This design comes from an exercise in tuning for small area on the open sky130 flow, not from production work.
In this exercise RTL edits were held to simulation tests only and were not proved equivalent to the original.
Power is estimated from default activity; no workload was simulated.

==> design/flow/design.v <==
module flappy_bird
	(
		clk,
		resetn,
		key1,
		x,
		y,
		colour,
		plot,
		crash,
		HEX0,
		HEX1
	);
	input			clk;
	input			resetn;
	input			key1;
	output	[7:0]	x;
	output	[6:0]	y;
	output	[2:0]	colour;
	output			plot;
	output			crash;
	output	[6:0]	HEX0;
	output	[6:0]	HEX1;
	wire [2:0] colour;
	wire [7:0] x;
	wire [6:0] y;
	wire writeEn;
	assign plot = writeEn;
	wire [2:0] colour_clear;
	wire [7:0] x_clear;
	wire [6:0] y_clear;
	wire [2:0] colour_go;
	wire [7:0] x_go;
	wire [6:0] y_go;
	wire clr_go;
	wire clr_load_en;
	wire clr_end_signal;
	wire [7:0] scores;
	wire fm;
	wire old_cur;
	wire load_en;
	wire [6:0] y_out;
	wire printEnd;
	wire moveEn_ac;
	wire moveEn_pp;
	wire jumpEn;
	wire jump_c2;
	wire is_crash;
	datapath d0(.x_in(8'd78), .y_in(y_out), .load_en(load_en), .pp_move_en(moveEn_pp),
	.x_out(x_go), .y_out(y_go), .clk(clk), .reset_n(resetn), .color_output(colour_go), .old_cur(old_cur), 
	.all_end_signal(printEnd), .is_crash(is_crash), .scores(scores));
	control c0(.key1(key1), .frame(fm), .clk(clk), .reset_n(resetn), .print_end(printEnd), .is_crash(is_crash), .clear_end_signal(clr_end_signal),
	.write_en(writeEn), .old_cur(old_cur), .load_en(load_en), .move_en_ac(moveEn_ac), .move_en_pp(moveEn_pp),
	.clr_load_en(clr_load_en), .clr_go(clr_go));
	control_2 c1(.click(key1), .jump_en(jump_c2), .clk(clk), .reset_n(resetn));
	gravity g(.move_signal(moveEn_ac), .jump_enable(jumpEn), .old_cur(old_cur), .y_out(y_out), .clk(clk), .reset_n(resetn));
	FrameCounter fc(.frame(clk), .reset_n(resetn), .fm(fm));
	clear_go cg(.clr_go(clr_go), .x_clear_in(x_clear), .y_clear_in(y_clear), .clear_color(colour_clear),
				.x_go_in(x_go), .y_go_in(y_go), .go_color(colour_go),
				.x_out(x), .y_out(y), .color_out(colour));
	datapath_clear dc(.color_input(3'b000), .load_en(clr_load_en), .x_out(x_clear), .y_out(y_clear), .clk(clk), .reset_n(resetn), 
				.color_output(colour_clear), .end_signal(clr_end_signal));
	decoder dec0(.in(scores[3:0]), .hex(HEX0));
	decoder dec1(.in(scores[7:4]), .hex(HEX1));
	assign jumpEn = jump_c2 & !is_crash;
	assign crash = is_crash;
endmodule
module control(key1, frame, clk, reset_n, print_end, is_crash, clear_end_signal, write_en, 
			old_cur, load_en, move_en_ac, move_en_pp, clr_load_en, clr_go);
	input key1;
	input frame;
	input clk;
	input reset_n;
	input print_end;
	input is_crash;
	input clear_end_signal;
	output reg write_en;
	output reg old_cur;
	output reg load_en;
	output reg move_en_ac;
	output reg move_en_pp;
	output reg clr_load_en;
	output reg clr_go;
   localparam  KEEP = 4'd0,
               CLEAN_LOAD = 4'd1,
					CLEAN = 4'd2,
					PRINT_LOAD = 4'd3,
					PRINT = 4'd4,
					MOVE = 4'd5,
					CRASH_CHECK = 4'd6,
					CRASH = 4'd7,
					CLEAR = 4'd8,
					CLEAR_LOAD = 4'd9,
					FIRST_FRAME_LOAD = 4'd10,
					FIRST_FRAME = 4'd11,
					START_WAIT = 4'd12;
	reg [3:0] next_state;
	reg [3:0] current_state;
   always@(*)
   begin: state_table 
           case (current_state)
					CLEAR_LOAD: 			next_state = CLEAR; 
					CLEAR:					next_state = clear_end_signal ? FIRST_FRAME_LOAD : CLEAR;
					FIRST_FRAME_LOAD: 	next_state = FIRST_FRAME;
					FIRST_FRAME: 			next_state = print_end ? START_WAIT : FIRST_FRAME;
					START_WAIT: 			next_state = key1 ? START_WAIT : KEEP;
					KEEP: 					next_state = frame ? CLEAN_LOAD : KEEP;
					CLEAN_LOAD: 			next_state = CLEAN;
					CLEAN: 					next_state = print_end ? PRINT_LOAD: CLEAN;
					PRINT_LOAD: 			next_state = PRINT;
               PRINT: 					next_state = print_end ? CRASH_CHECK : PRINT;
					CRASH_CHECK: 			next_state = is_crash ? CRASH : MOVE;
					MOVE: 					next_state = KEEP;
					CRASH: 					next_state = KEEP;
					default:     next_state = KEEP;
       endcase
   end  
   always@(posedge clk)
   begin: state_FFs
		if(!reset_n)
			begin
				current_state <= CLEAR_LOAD;
			end
      else
           current_state <= next_state;
   end  
	always @(*)
	begin: enable_signals
		move_en_ac = 1'b0;
		move_en_pp = 1'b0;
		clr_load_en = 1'b0;
		clr_go = 1'b1;
		write_en = 1'b0;
		load_en = 1'b0;
		old_cur = 1'b0;
		case (current_state)
			KEEP:	write_en = 1'b0;
			CLEAN_LOAD: begin
				load_en = 1'b1;
				old_cur = 1'b0;
			end
			CLEAN: begin
				load_en = 1'b0;
				write_en = 1'b1;
			end
			PRINT_LOAD: begin
				load_en = 1'b1;
				old_cur = 1'b1;
				if (is_crash)
					move_en_pp = 1'b0;
				else
					move_en_pp = 1'b1;
			end
			PRINT: begin
				load_en = 1'b0;
				write_en = 1'b1;
			end
			MOVE: begin
				move_en_ac = 1'b1;
			end
			CRASH: begin
				move_en_ac = 1'b1;
			end
			CLEAR_LOAD: begin
				clr_load_en = 1'b1;
				clr_go = 1'b0;
			end
			CLEAR: begin
				clr_load_en = 1'b0;
				clr_go = 1'b0;
				write_en = 1'b1;
			end
			FIRST_FRAME_LOAD: begin
				load_en = 1'b1;
				old_cur = 1'b1;
				move_en_pp = 1'b0;
			end
			FIRST_FRAME: begin
				load_en = 1'b0;
				write_en = 1'b1;
			end
		endcase
	end
endmodule
module datapath(x_in, y_in, load_en, pp_move_en, x_out, y_out, clk, reset_n, color_output, old_cur, 
		all_end_signal, is_crash, scores);
	input [7:0] x_in;
	input [6:0] y_in;
	input load_en;
	input pp_move_en;
	input clk;
	input reset_n;
	input old_cur;
	output reg [7:0] scores;
	output reg [7:0] x_out;
	output reg [6:0] y_out;
	output reg [2:0] color_output;
	output reg all_end_signal;
	output is_crash;
	reg [2:0] ac_pp;
	reg [7:0] x;
	reg [6:0] y;
	reg [3:0] count;
	reg [7:0] x_pp_1;
	reg [6:0] y_pp_1;
	reg [7:0] x_pp_2;
	reg [6:0] y_pp_2;
	reg [7:0] x_pp_3;
	reg [6:0] y_pp_3;
	reg [4:0] count_width;
	reg [7:0] count_height;
	reg upper_half_end;
	reg [2:0] color_ac;
	reg [2:0] color_pp;
	reg [2:0] color_coin;
	wire [2:0] speed;
	assign speed = 3'd1;
	wire [7:0] height;
	wire [4:0] width;
	assign height = 8'd40;  
	assign width = 5'd6;  
	reg [4:0] new_pipe_y;
	wire is_crash_1;
	wire is_crash_2;
	wire is_crash_3;
	wire is_crash_4;
	wire is_ac;
	assign is_ac = (ac_pp > 0) ? 1'b0 : 1'b1;  
	crash ck0(.check_en(1'b1), .craft_x(x_in), .craft_y(y_in), .pipe_x(x_pp_1), .pipe_y(y_pp_1), .clk(clk),
			.reset_n(reset_n), .height(height), .width(width), .is_crash(is_crash_1));
	crash ck1(.check_en(1'b1), .craft_x(x_in), .craft_y(y_in), .pipe_x(x_pp_2), .pipe_y(y_pp_2), .clk(clk),
			.reset_n(reset_n), .height(height), .width(width), .is_crash(is_crash_2));
	crash ck2(.check_en(1'b1), .craft_x(x_in), .craft_y(y_in), .pipe_x(x_pp_3), .pipe_y(y_pp_3), .clk(clk),
			.reset_n(reset_n), .height(height), .width(width), .is_crash(is_crash_3));
	crash_ground ck3(.check_en(1'b1), .craft_y(y_in), .reset_n(reset_n), .clk(clk), .is_crash(is_crash_4));
	assign is_crash = is_crash_1 | is_crash_2 | is_crash_3 | is_crash_4;
	always @(posedge clk)
	begin
		if (reset_n == 1'b0)
		begin
			x <= 8'd78;
			y <= 7'd58;
			x_out <= 8'd0;
			y_out <= 7'd0;
			x_pp_1 <= 8'd135;
			y_pp_1 <= 7'd40;
			x_pp_2 <= 8'd20;
			y_pp_2 <= 7'd60;
			x_pp_3 <= 8'd60;
			y_pp_3 <= 7'd30;
			scores <= 8'd0;
			ac_pp <= 3'd7;
			color_coin <= 3'd0;
			count_width <= 5'd0;
			count_height <= 8'd0;
			upper_half_end <= 1'd0;
			color_ac <= 3'd0;
			color_pp <= 3'd0;
			count <= 4'd0;
			all_end_signal <= 1'd0;
			color_output <= 3'd0;
		end
		else if (load_en == 1'b1)
		begin
				x <= x_in;
				x_out <= x_in;
				y <= y_in;
				x_out <= y_in;
				count <= 4'b0000;
				all_end_signal <= 1'b0;
				ac_pp = 1'b0;
				if (old_cur == 1'b1)
					if (x_pp_1 - speed >= 8'd160)
					begin
						x_pp_1 <= 8'd154;
						y_pp_1 <= 7'd30 + new_pipe_y;
					end
					else
					begin
						if (!is_crash) 
						begin
							if (x_pp_1 + width >= 8'd78 && x_pp_1 + width - speed < 8'd78)
								scores <= scores + 1;
							x_pp_1 <= x_pp_1 - speed;
						end
						else
							x_pp_1 <= x_pp_1;
					end
				else
					x_pp_1 <= x_pp_1;
				if (old_cur == 1'b1)
					if (x_pp_2 - speed >= 8'd160)
					begin
						x_pp_2 <= 8'd160;
						y_pp_2 <= 7'd20 + new_pipe_y;
					end
					else
					begin
						if (!is_crash)
						begin
							if (x_pp_2 + width >= 8'd78 && x_pp_2 + width - speed < 8'd78)
								scores <= scores + 1;
							x_pp_2 <= x_pp_2 - speed;
						end
						else
							x_pp_2 <= x_pp_2;
					end
				else
					x_pp_2 <= x_pp_2;
				if (old_cur == 1'b1)
					if (x_pp_3 - speed >= 8'd160)
					begin
						x_pp_3 <= 8'd160;
						y_pp_3 <= 7'd40 + new_pipe_y;
					end
					else
					begin
						if (!is_crash)
						begin
							if (x_pp_3 + width >= 8'd78 && x_pp_3 + width - speed < 8'd78)
								scores <= scores + 1;
							x_pp_3 <= x_pp_3 - speed;
						end
						else
							x_pp_3 <= x_pp_3;
					end
				else
					x_pp_3 <= x_pp_3;
				x_out <= 8'd0;
				y_out <= 7'd0;
				count_width <= 5'd0;
				count_height <= 8'd0;
				all_end_signal <= 1'b0;
				upper_half_end <= 1'b0;
				if (old_cur == 1'b0)
				begin
					color_ac <= 3'b000;
					color_pp <= 3'b000;
					color_coin <= 3'b000;
				end
				else
				begin
					color_ac <= 3'b100;
					color_pp <= 3'b010;
					color_coin <= 3'b110;
				end
		end
		else if (ac_pp == 3'b0)
		begin
			color_output <= color_ac;
			if (count != 4'b1111)
			begin
				x_out <= x + count[3:2];
				y_out <= y + count[1:0];
				count <= count + 1'b1;
			end
			else
			begin
				x_out <= x + count[3:2];
				y_out <= y + count[1:0];
				ac_pp = 3'd1;
			end
		end
		else if (ac_pp == 3'b1)
		begin
			color_output <= color_pp;
			if (!upper_half_end)
			begin
				if (count_width != (width - 1) || y_out != 0)  
				begin
					if (count_width < width)
					begin  
						color_output <= color_pp;
						x_out <= x_pp_1 + count_width;
						count_width <= count_width + 1'b1;
						y_out <= y_pp_1 - count_height;
					end
					else
					begin  
						count_width <= 0;
						count_height <= count_height + 1;
						x_out <= x_pp_1;
						y_out <= y_pp_1 - count_height;
					end
				end
				else
				begin  
					x_out <= x_pp_1 + count_width;
					count_width <= 0;
					count_height <= height;
					upper_half_end <= 1'b1;
				end
			end
			else
			begin
				if (count_width != (width - 1) || y_out != 119)  
				begin
					if (count_width < width)
					begin  
						x_out <= x_pp_1 + count_width;
						count_width <= count_width + 1'b1;
						y_out <= y_pp_1 + count_height;
					end
					else
					begin  
						count_width <= 0;
						count_height <= count_height + 1;
						x_out <= x_pp_1;
						y_out <= y_pp_1 + count_height;
					end
				end
				else
				begin  
					x_out <= x_pp_1 + count_width;
					upper_half_end <= 1'b0;
					count_width <= 5'd0;
					count_height <= 8'd0;
					count <= 4'b0000;
					if (x_pp_1 >= 8'd82)
						ac_pp <= 3'd4;
					else
						ac_pp <= 3'd2;
				end
			end
		end
		else if (ac_pp == 3'd4)
		begin  
			color_output <= color_coin;
			if (count != 4'b1111)
			begin
				x_out <= x_pp_1 + count[3:2];
				y_out <= y_pp_1 + 7'd19 + count[1:0];
				count <= count + 1'b1;
			end
			else
			begin
				x_out <= x_pp_1 + count[3:2];
				y_out <= y_pp_1 + 7'd19 + count[1:0];
				ac_pp <= 3'd2;
			end
		end
		else if (ac_pp == 3'd2)
		begin
			color_output <= color_pp;
			if (!upper_half_end)
			begin
				if (count_width != (width - 1) || y_out != 0)  
				begin
					if (count_width < width)
					begin  
						color_output <= color_pp;
						x_out <= x_pp_2 + count_width;
						count_width <= count_width + 1'b1;
						y_out <= y_pp_2 - count_height;
					end
					else
					begin  
						count_width <= 0;
						count_height <= count_height + 1;
						x_out <= x_pp_2;
						y_out <= y_pp_2 - count_height;
					end
				end
				else
				begin  
					x_out <= x_pp_2 + count_width;
					count_width <= 0;
					count_height <= height;
					upper_half_end <= 1'b1;
				end
			end
			else
			begin
				if (count_width != (width - 1) || y_out != 119)  
				begin
					if (count_width < width)
					begin  
						x_out <= x_pp_2 + count_width;
						count_width <= count_width + 1'b1;
						y_out <= y_pp_2 + count_height;
					end
					else
					begin  
						count_width <= 0;
						count_height <= count_height + 1;
						x_out <= x_pp_2;
						y_out <= y_pp_2 + count_height;
					end
				end
				else
				begin  
					x_out <= x_pp_2 + count_width;	
					upper_half_end <= 1'b0;
					count_width <= 5'd0;
					count_height <= 8'd0;
					count <= 4'b0000;
					if (x_pp_2 >= 8'd82)
						ac_pp <= 3'd5;
					else
						ac_pp <= 3'd3;
				end
			end
		end
		else if (ac_pp == 3'd5)
		begin  
			color_output <= color_coin;
			if (count != 4'b1111)
			begin
				x_out <= x_pp_2 + count[3:2];
				y_out <= y_pp_2 + 7'd19 + count[1:0];
				count <= count + 1'b1;
			end
			else
			begin
				x_out <= x_pp_2 + count[3:2];
				y_out <= y_pp_2 + 7'd19 + count[1:0];
				ac_pp <= 3'd3;
			end
		end
		else if (ac_pp == 3'd3)
		begin
			color_output <= color_pp;
			if (!upper_half_end)
			begin
				if (count_width != (width - 1) || y_out != 0)  
				begin
					if (count_width < width)
					begin  
						color_output <= color_pp;
						x_out <= x_pp_3 + count_width;
						count_width <= count_width + 1'b1;
						y_out <= y_pp_3 - count_height;
					end
					else
					begin  
						count_width <= 0;
						count_height <= count_height + 1;
						x_out <= x_pp_3;
						y_out <= y_pp_3 - count_height;
					end
				end
				else
				begin  
					x_out <= x_pp_3 + count_width;
					count_width <= 0;
					count_height <= height;
					upper_half_end <= 1'b1;
				end
			end
			else
			begin
				if (count_width != (width - 1) || y_out != 119)  
				begin
					if (count_width < width)
					begin  
						x_out <= x_pp_3 + count_width;
						count_width <= count_width + 1'b1;
						y_out <= y_pp_3 + count_height;
					end
					else
					begin  
						count_width <= 0;
						count_height <= count_height + 1;
						x_out <= x_pp_3;
						y_out <= y_pp_3 + count_height;
					end
				end
				else
				begin  
					x_out <= x_pp_3 + count_width;	
					upper_half_end <= 1'b0;
					count_width <= 5'd0;
					count_height <= 8'd0;
					count <= 4'b0000;
					if (x_pp_3 >= 8'd82)
						ac_pp <= 3'd6;
					else
						all_end_signal = 1'b1;
				end
			end
		end  
		else if (ac_pp == 3'd6)
		begin  
			color_output <= color_coin;
			if (count != 4'b1111)
			begin
				x_out <= x_pp_3 + count[3:2];
				y_out <= y_pp_3 + 7'd19 + count[1:0];
				count <= count + 1'b1;
			end
			else
			begin
				x_out <= x_pp_3 + count[3:2];
				y_out <= y_pp_3 + 7'd19 + count[1:0];
				all_end_signal = 1'b1;
			end
		end
	end
	always @(posedge clk)
	begin
		if (!reset_n)
			new_pipe_y <= 7'd0;
		else
			new_pipe_y <= new_pipe_y + 4'd5;
	end
endmodule
module clear_go(clr_go, x_clear_in, y_clear_in, clear_color, x_go_in, y_go_in, go_color, x_out, y_out, color_out);
	input clr_go;
	input [7:0] x_clear_in;
	input [6:0] y_clear_in;
	input [2:0] clear_color;
	input [7:0] x_go_in;
	input [6:0] y_go_in;
	input [2:0] go_color;
	output reg [7:0] x_out;
	output reg [6:0] y_out;
	output reg [2:0] color_out;
	always @(*)
	begin
		case (clr_go)
			1'b0:
			begin
				x_out = x_clear_in;
				y_out = y_clear_in;
				color_out = clear_color;
			end
			1'b1:
			begin
				x_out = x_go_in;
				y_out = y_go_in;
				color_out = go_color;
			end
		endcase
	end
endmodule
module datapath_clear(color_input, load_en, x_out, y_out, clk, reset_n, color_output, end_signal);
	input load_en;
	input clk;
	input reset_n;
	input [2:0] color_input;
	output reg [7:0] x_out;
	output reg [6:0] y_out;
	output reg [2:0] color_output;
	output reg end_signal;
	reg [7:0] x;
	reg [6:0] y;
	reg [7:0] count_x;
	reg [6:0] count_y;
	always @(posedge clk)
	begin
		if (reset_n == 1'b0)
		begin
			x <= 8'd0;
			y <= 7'd0;
		end
		else if (load_en == 1'b1)
		begin
			x_out <= x;
			y_out <= y;
			count_x <= 8'd0;
			count_y <= 7'd0;
			end_signal <= 1'b0;
			color_output <= color_input;
		end
		else	
		begin
			if (count_y != 7'd120)
			begin
				if (count_x != 8'd160)
				begin
					x_out <= x + count_x;
					y_out <= y + count_y;
					count_x <= count_x + 1'd1;
					color_output <= color_input;
				end
				else if (count_x == 8'd160)
				begin
					count_x <= 8'd0;
					x_out <= x + count_x;
					y_out <= y + count_y;
					count_y <= count_y + 1'd1;
					color_output <= color_input;
				end
			end
			else
			begin
				x_out <= x + count_x;
				y_out <= y + count_y;
				color_output <= color_output;
				end_signal <= 1'b1;
			end
		end
	end
endmodule
module control_2(click, jump_en, clk, reset_n);
	input click;
	input clk;
	input reset_n;
	output reg jump_en;
	reg [4:0] current_state;
	reg [4:0] next_state;
	localparam JUMP = 2'd0,  JUMP_WAIT = 2'd1;
	always @(*)
	begin
		case (current_state)
			JUMP:			next_state = JUMP_WAIT;
			JUMP_WAIT:  next_state = click ? JUMP_WAIT : JUMP;
			default: 	next_state = JUMP_WAIT;
		endcase
	end
	always @(posedge clk)
   begin: state_FFs
		if(!reset_n)
			begin
				current_state <= JUMP_WAIT;
			end
      else
           current_state <= next_state;
   end
	always @(*)
	begin
		case (current_state)
			JUMP: jump_en = 1'b1;
			JUMP_WAIT: jump_en = 1'b0;
			default: jump_en = 1'b0;
		endcase
	end
endmodule
module gravity(move_signal, jump_enable, old_cur, y_out, clk, reset_n);
	input move_signal;
	input jump_enable;
	input clk;
	input reset_n;
	input old_cur;
	output wire [6:0] y_out;
	reg signed [7:0] y_cur;
	reg signed [7:0] y_old;
	reg signed [6:0] velocity;
	wire [3:0] gravity;
	wire [6:0] init_v;
	assign y_out = old_cur ? y_cur : y_old;
	assign gravity = 4'd1;
	assign init_v = 7'd2;
	always @(posedge clk)
	begin
		if (!reset_n)
		begin
			y_cur <= 8'd58;
			y_old <= 8'd58;
			velocity <= init_v;
		end
		if (jump_enable)
		begin
			velocity <= init_v;
			if (move_signal)
			begin
				y_old <= y_cur;
				y_cur <= y_cur - init_v;
			end
		end	
		else if (move_signal)
			begin
				if (y_cur - velocity >= 0 && y_cur - velocity <= 116)
				begin
					y_old <= y_cur;
					y_cur <= y_cur - velocity;
					velocity <= velocity - gravity;
				end
				else if (y_cur - velocity < 0)
				begin
					if (y_cur == 8'd0)
						y_old <= 8'd0;
					else
						y_old <= y_cur;
					y_cur <= 8'd0;
					velocity <= velocity - gravity;
				end
				else if (y_cur - velocity > 116)
				begin
					if (y_cur == 8'd116)
						y_old <= 8'd116;
					else
						y_old <= y_cur;
					y_cur <= 116;
				end
			end
	end
endmodule
module crash(check_en, craft_x, craft_y, pipe_x, pipe_y, reset_n, clk, height, width, is_crash);
	input check_en;
	input [7:0] craft_x;
	input [6:0] craft_y;
	input [7:0] pipe_x;
	input [6:0] pipe_y;
	input reset_n;
	input [7:0] height;
	input [4:0] width;
	input clk;
	output reg is_crash;
	always@(posedge clk)
	if (!reset_n)
		is_crash <= 1'b0;
	else
	begin
		if (check_en)
		begin
			if (is_crash == 0)
			begin
				if (pipe_x - 4 <= craft_x && craft_x <= pipe_x + width && craft_y <= pipe_y + 1)
					is_crash <= 1'b1;
				else if (pipe_x - 4 <= craft_x && craft_x <= pipe_x + width && craft_y >= pipe_y + height - 4)
					is_crash <= 1'b1;
				else
					is_crash <= 1'b0;
			end
			else
				is_crash <= 1'b1;
		end
	end
endmodule
module crash_ground(check_en, craft_y, reset_n, clk, is_crash);
	input check_en;
	input [6:0] craft_y;
	input reset_n;
	input clk;
	output reg is_crash;
	always@(posedge clk)
	if (!reset_n)
		is_crash <= 1'b0;
	else
	begin
		if (check_en)
		begin
			if (is_crash == 0)
			begin
				if (craft_y >= 7'd116)
					is_crash <= 1'b1;
				else
					is_crash <= 1'b0;
			end
			else
				is_crash <= 1'b1;
		end
	end
endmodule
module FrameCounter(frame, reset_n, fm);
	input frame;
	input reset_n;
	output fm;
	reg [40:0] q;
	always @(posedge frame)
	begin
		if (reset_n == 1'b0)
			q <= 0;
		else
		begin
			if (q == 0)
					q <= 8191; 
			else
				q <= q - 1'b1;
		end
	end
	assign fm = (q == 0) ? 1 : 0;
endmodule
module decoder(in, hex);
	input [3:0] in;
   	output [6:0] hex;
	assign hex[0] = ~((in[3] | in[2] | in[1] | ~in[0]) & (in[3] | ~in[2] | in[1] | in[0])
		& (~in[3] | ~in[2] | in[1] | ~in[0]) & (~in[3] | in[2] | ~in[1] | ~in[0]));
	assign hex[1] = ~((in[3] | ~in[2] | in[1] | ~in[0]) & (~in[3] | ~in[2] | in[1] | in[0]) 
		& (~in[3] | ~in[1] | ~in[0]) & (~in[2] | ~in[1] | in[0]));
	assign hex[2] = ~((~in[3] | ~in[2] | in[1] | in[0]) & (in[3] | in[2] | ~in[1] | in[0]) 
		& (~in[3] | ~in[2] | ~in[1]));
	assign hex[3] = ~((in[3] | ~in[2] | in[1] | in[0]) & (in[3] | in[2] | in[1] | ~in[0]) 
		& (~in[2] | ~in[1] | ~in[0]) & (~in[3] | in[2] | ~in[1] | in[0]));
	assign hex[4] = ~((in[3] | ~in[2] | in[1]) & (in[2] | in[1] | ~in[0]) & (in[3] | ~in[0]));
	assign hex[5] = ~((~in[3] | ~in[2] | in[1] | ~in[0]) & (in[3] | in[2] | ~in[0]) 
		& (in[3] | in[2] | ~in[1]) & (in[3] | ~in[1] | ~in[0]));
	assign hex[6] = ~((in[3] | in[2] | in[1]) & (in[3] | ~in[2] | ~in[1] | ~in[0]) 
		& (~in[3] | ~in[2] | in[1] | in[0]));
endmodule
==> design/flow/run.sh <==
#!/bin/bash
# synth_recipe.tcl (not shown) runs the flow's synth.tcl, then flattens the netlist and writes it again
# the make line also repeats each setting of config.mk as NAME=value (left out here)
make -C /OpenROAD-flow-scripts/flow DESIGN_CONFIG=/design/flow/config.mk WORK_HOME=/design/flow/orfs CLKGATE_MAP_FILE= SYNTH_SCRIPT=/design/flow/synth_recipe.tcl finish
==> design/flow/config.mk <==
export PLATFORM = sky130hd
export DESIGN_NAME = flappy_bird
export DESIGN_NICKNAME = flappy_bird
export VERILOG_FILES = /design/flow/design.v
export SDC_FILE = /design/flow/constraint.sdc
export NUM_CORES = 4
export LEC_CHECK = 0
export CAP_MARGIN = 20
export CORE_MARGIN = 2
export CORE_UTILIZATION = 40
export SLEW_MARGIN = 20
==> design/flow/constraint.sdc <==
create_clock -name core_clock -period 10.0 [get_ports {clk}]
set_input_delay 2.0000 -clock core_clock [delete_from_list [all_inputs] [get_ports {clk}]]
set_output_delay 2.0000 -clock core_clock [all_outputs]
set_load 0.01 [all_outputs]
==> run notes <==
-- metal layers --
layer | vias to the layer above | routed length (um)
met4 | 2 | 1240
met3 | 78 | 2370
li1 | 7245 | -
met5 | - | 17
met1 | 6940 | 21800
met2 | 381 | 21200
-- critical path, stage by stage (launching register included) --
cell	delay, ps
dfxtp_1	620
nand2_1	130
nor2_1	130
buf_4	270
mux2_2	370
clkdlybuf4s50_1	490
-- kinds of logic (layout without fill, tap and decap cells) --
logic type               after synthesis  in the layout  share of synthesized area
AO/OA/AOI/OAI                        538            538                      0.210
XOR/XNOR                             165            165                     0.0890
adder cells (fa/ha/maj)              178            178                      0.143
buffers and inverters                217            206                     0.0520
flip-flops                           205            205                      0.272
multiplexers                          30             30                     0.0200
other                                  1              1                   0.000231
AND/OR/NAND/NOR                      722            722                      0.213
-- power by group --
group	switching, mW	internal (mW)	total (mW)
Sequential	0.120	0.953	1.07
Clock	0.377	0.616	0.993
Combinational	0.427	0.337	0.764
-- synthesized netlist by cell type, types with 30 or more instances --
library cell  count
a21oi_1         155
clkbuf_1         88
dfxtp_1         173
edfxtp_1         32
ha_1            163
inv_1           108
nand2_1         172
nand3_1          65
nor2_1          240
nor2b_1          30
nor3_1           52
o211ai_1         31
o21ai_0         125
xnor2_1         100
xor2_1           65
-- layout make-up --
type	count	share of cell area
Clock buffer	28	0.0380
Clock inverter	16	0.0127
Inverter	111	0.0234
Multi-Input combinational cell	1634	0.615
Sequential cell	205	0.248
Tap cell	525	0.0368
Timing Repair Buffer	51	0.0261
-- path summary, 6_finish.rpt --
check             slack [ps]  cells past startpoint                  end           startpoint
hold / removal           440                      1  c1.current_state[0]  c1.current_state[0]
hold reg to reg          440                      1  c1.current_state[0]  c1.current_state[0]
setup reg to reg        5810                     13      d0.ck0.is_crash  c0.current_state[3]
setup / recovery        5430                      5                 y[6]  c0.current_state[3]
-- state kept, by name, indices dropped and copies added (netlist names), 8 cells and up --
name	count
d0.x_pp_1	8
d0.x_out	8
dc.x_out	8
fc.q	41
d0.scores	8
d0.x_pp_2	8
d0.x_pp_3	8
g.y_cur	8
dc.count_x	8
-- stage by stage --
stage          hold slack, ps  area, um^2
5_1_grt                   456       17800
4_1_cts                   440       17800
3_3_place_gp              404       16900
2_1_floorplan             389       16200
6_report                  438       17800
3_5_place_dp              423       16900
==> summary.md <==
| Metric | Value |
|---|---|
| Chip Width | 205 um |
| Yosys warnings | 9 |
| Skew-Pair Late Insertion Delay | 550 ps |
| TritonCTS clock tree | done |
| Routed WL | 46.7 mm |
| Cts bufs inserted | 24 |
| Synthesized instance count | 2056 |
| Status | complete, no violations |
| Ant. Diodes | 0 |
| Multi-input logic area | 0.0110 mm^2 |
| CP startpoint kind | flip-flop |
| First-pass GRT wire length | 74.9 mm |
| CP endpoint kind | output pin |
| Share of the synthesized area in the top cell type | 0.213 |
| Synth Area per Inst | 7.90 um^2 |
| Crit Path Class | reg -> out |
| Root Driver | clkbuf_16 |
| Max Clk Rate | 219 MHz |
| FILL cells | 3963 |
| Finished Core Util | 0.447 |
| Seq. cell area | 0.00442 mm^2 |
| Met1 GRT Util | 0.306 |
| Pin slew with the least headroom to its limit | 972 ps |
| Vias in the first global route | 13900 |
| Post-CTS Setup Bufs | 0 |
| FP Rows | 73 |
| Period Utilization, post-route | 0.457 |
| GRT Residual Overflow | 0 |
| Drc violations | 0 |
| Area leader, netlist | dfxtp_1 |
| Nets@finish | 2207 |
| CTS resizes | 0 |
| Setup TNS Final | 0 ps |
| DR vias | 14600 |
| Starting Density | 0.407 |
| Final Hold Fails | 0 |
| Placed instance count | 2526 |
| Worst relative slew slack | 0.352 |
| Max Slew Vio Count | 0 |
| Commonest non-fill, non-tap cell in the layout | nor2_1 |
| Mapped Nets | 2236 |
| Worst Path Required | 8000 ps |
| Clock buffer depth | 3 |
| Most frequent cells in the layout | 240 x nor2_1, 173 x dfxtp_1, 172 x nand2_1, 163 x ha_1, 155 x a21oi_1 |
| Worst hold path type | reg -> reg |
| Total chip power | 2.83 mW |
| HPWL Detailed | 35.0 mm |
| Initial DRC count | 1062 |
| Post-synthesis sequential area ratio | 0.272 |
| Drt via density | 5.70 |
| FFs w/ async S/R, synth | 0 |
| Share of layout cells above drive strength 1 | 0.0587 |
| Skew final | 20.5 ps |
| Hold-fix buffers, CTS | 0 |
| EDFF count, synth | 32 |
| Post-route ant nets | 0 |
| Routability cong. | 0.971 |
| Final WS setup | 5430 ps |
| Placement Setup Slack | 5720 ps |
| CTS sink cnt | 205 |
| Clk slew on worst S/H paths | 60 ps |
| Final Setup Violations | 0 |
| Unrepaired setup endpoints after global routing | no |
| I/O pins | 37 |
| Crit-path max FO | 18 |
| Synth area leaders | dfxtp_1 21%, ha_1 13%, edfxtp_1 5.9% |
| Max Cap Viol | 0 |
| Initial DRT Pass Iterations | 7 |
| Synthesized area | 0.0162 mm^2 |
| Die ar. | 0.0422 mm^2 |
| IO buf count | 35 |
| P&R area growth vs syn | 9.88% |
| Finished Layout Cells | 2570 |
| Main flop type after synthesis | dfxtp_1 |
| Synth unique cells | 91 |
| Flip-flop and latch count after synthesis | 205 |
| Worst EP arrival | 2570 ps |
| GRT met2 Usage | 0.361 |
| WL/cell | 18.2 um |
| Met3 Use GR | 0.0211 |
| Initial antenna violation count | 2 |
| Minimum clock period | 4570 ps |
| Largest net degree at the start of global routing | 57 |
| Die Y-Extent | 205 um |
| GR peak layer | met2 |
| Peak supply drop | 124 uV |
| Lkg Pwr | 7.09 nW |
| GRT Util Overall | 0.221 |
| PwrDens | 159 mW/mm^2 |
| Core Footprint | 0.0399 mm^2 |
| CTS H-tree lvls | 1 |

==> separate check: timing with driven ports <==
The results above use ideal ports. As a check the final layout listed here was re-extracted and re-timed, cells and wires unchanged.
Step 1, drivers: a clkbuf_16 drives clk and a buf_2 each remaining input, both assumed.
Step 2 moves the port delays by t, midway between the first and last clock arrival at a register: inputs arrive t later, outputs are due t later. That takes back most of the time a late clock gives input paths.
Slacks: no drivers / after step 1 / after step 2; pairs: no drivers / after step 1.
t, ns: 0.584
setup slack, ns: 5.434 / 5.388 / 5.806
clock arrival spread, ns: 0.020 / 0.020
slew at the worst register clock pin (ns): 0.06 / 0.06
cell pins on the clock port's net: 1
After both steps setup and hold are still met in this run. For this run, drivers alone change the setup slack by -0.046 ns; drivers and shift together by +0.372 ns.
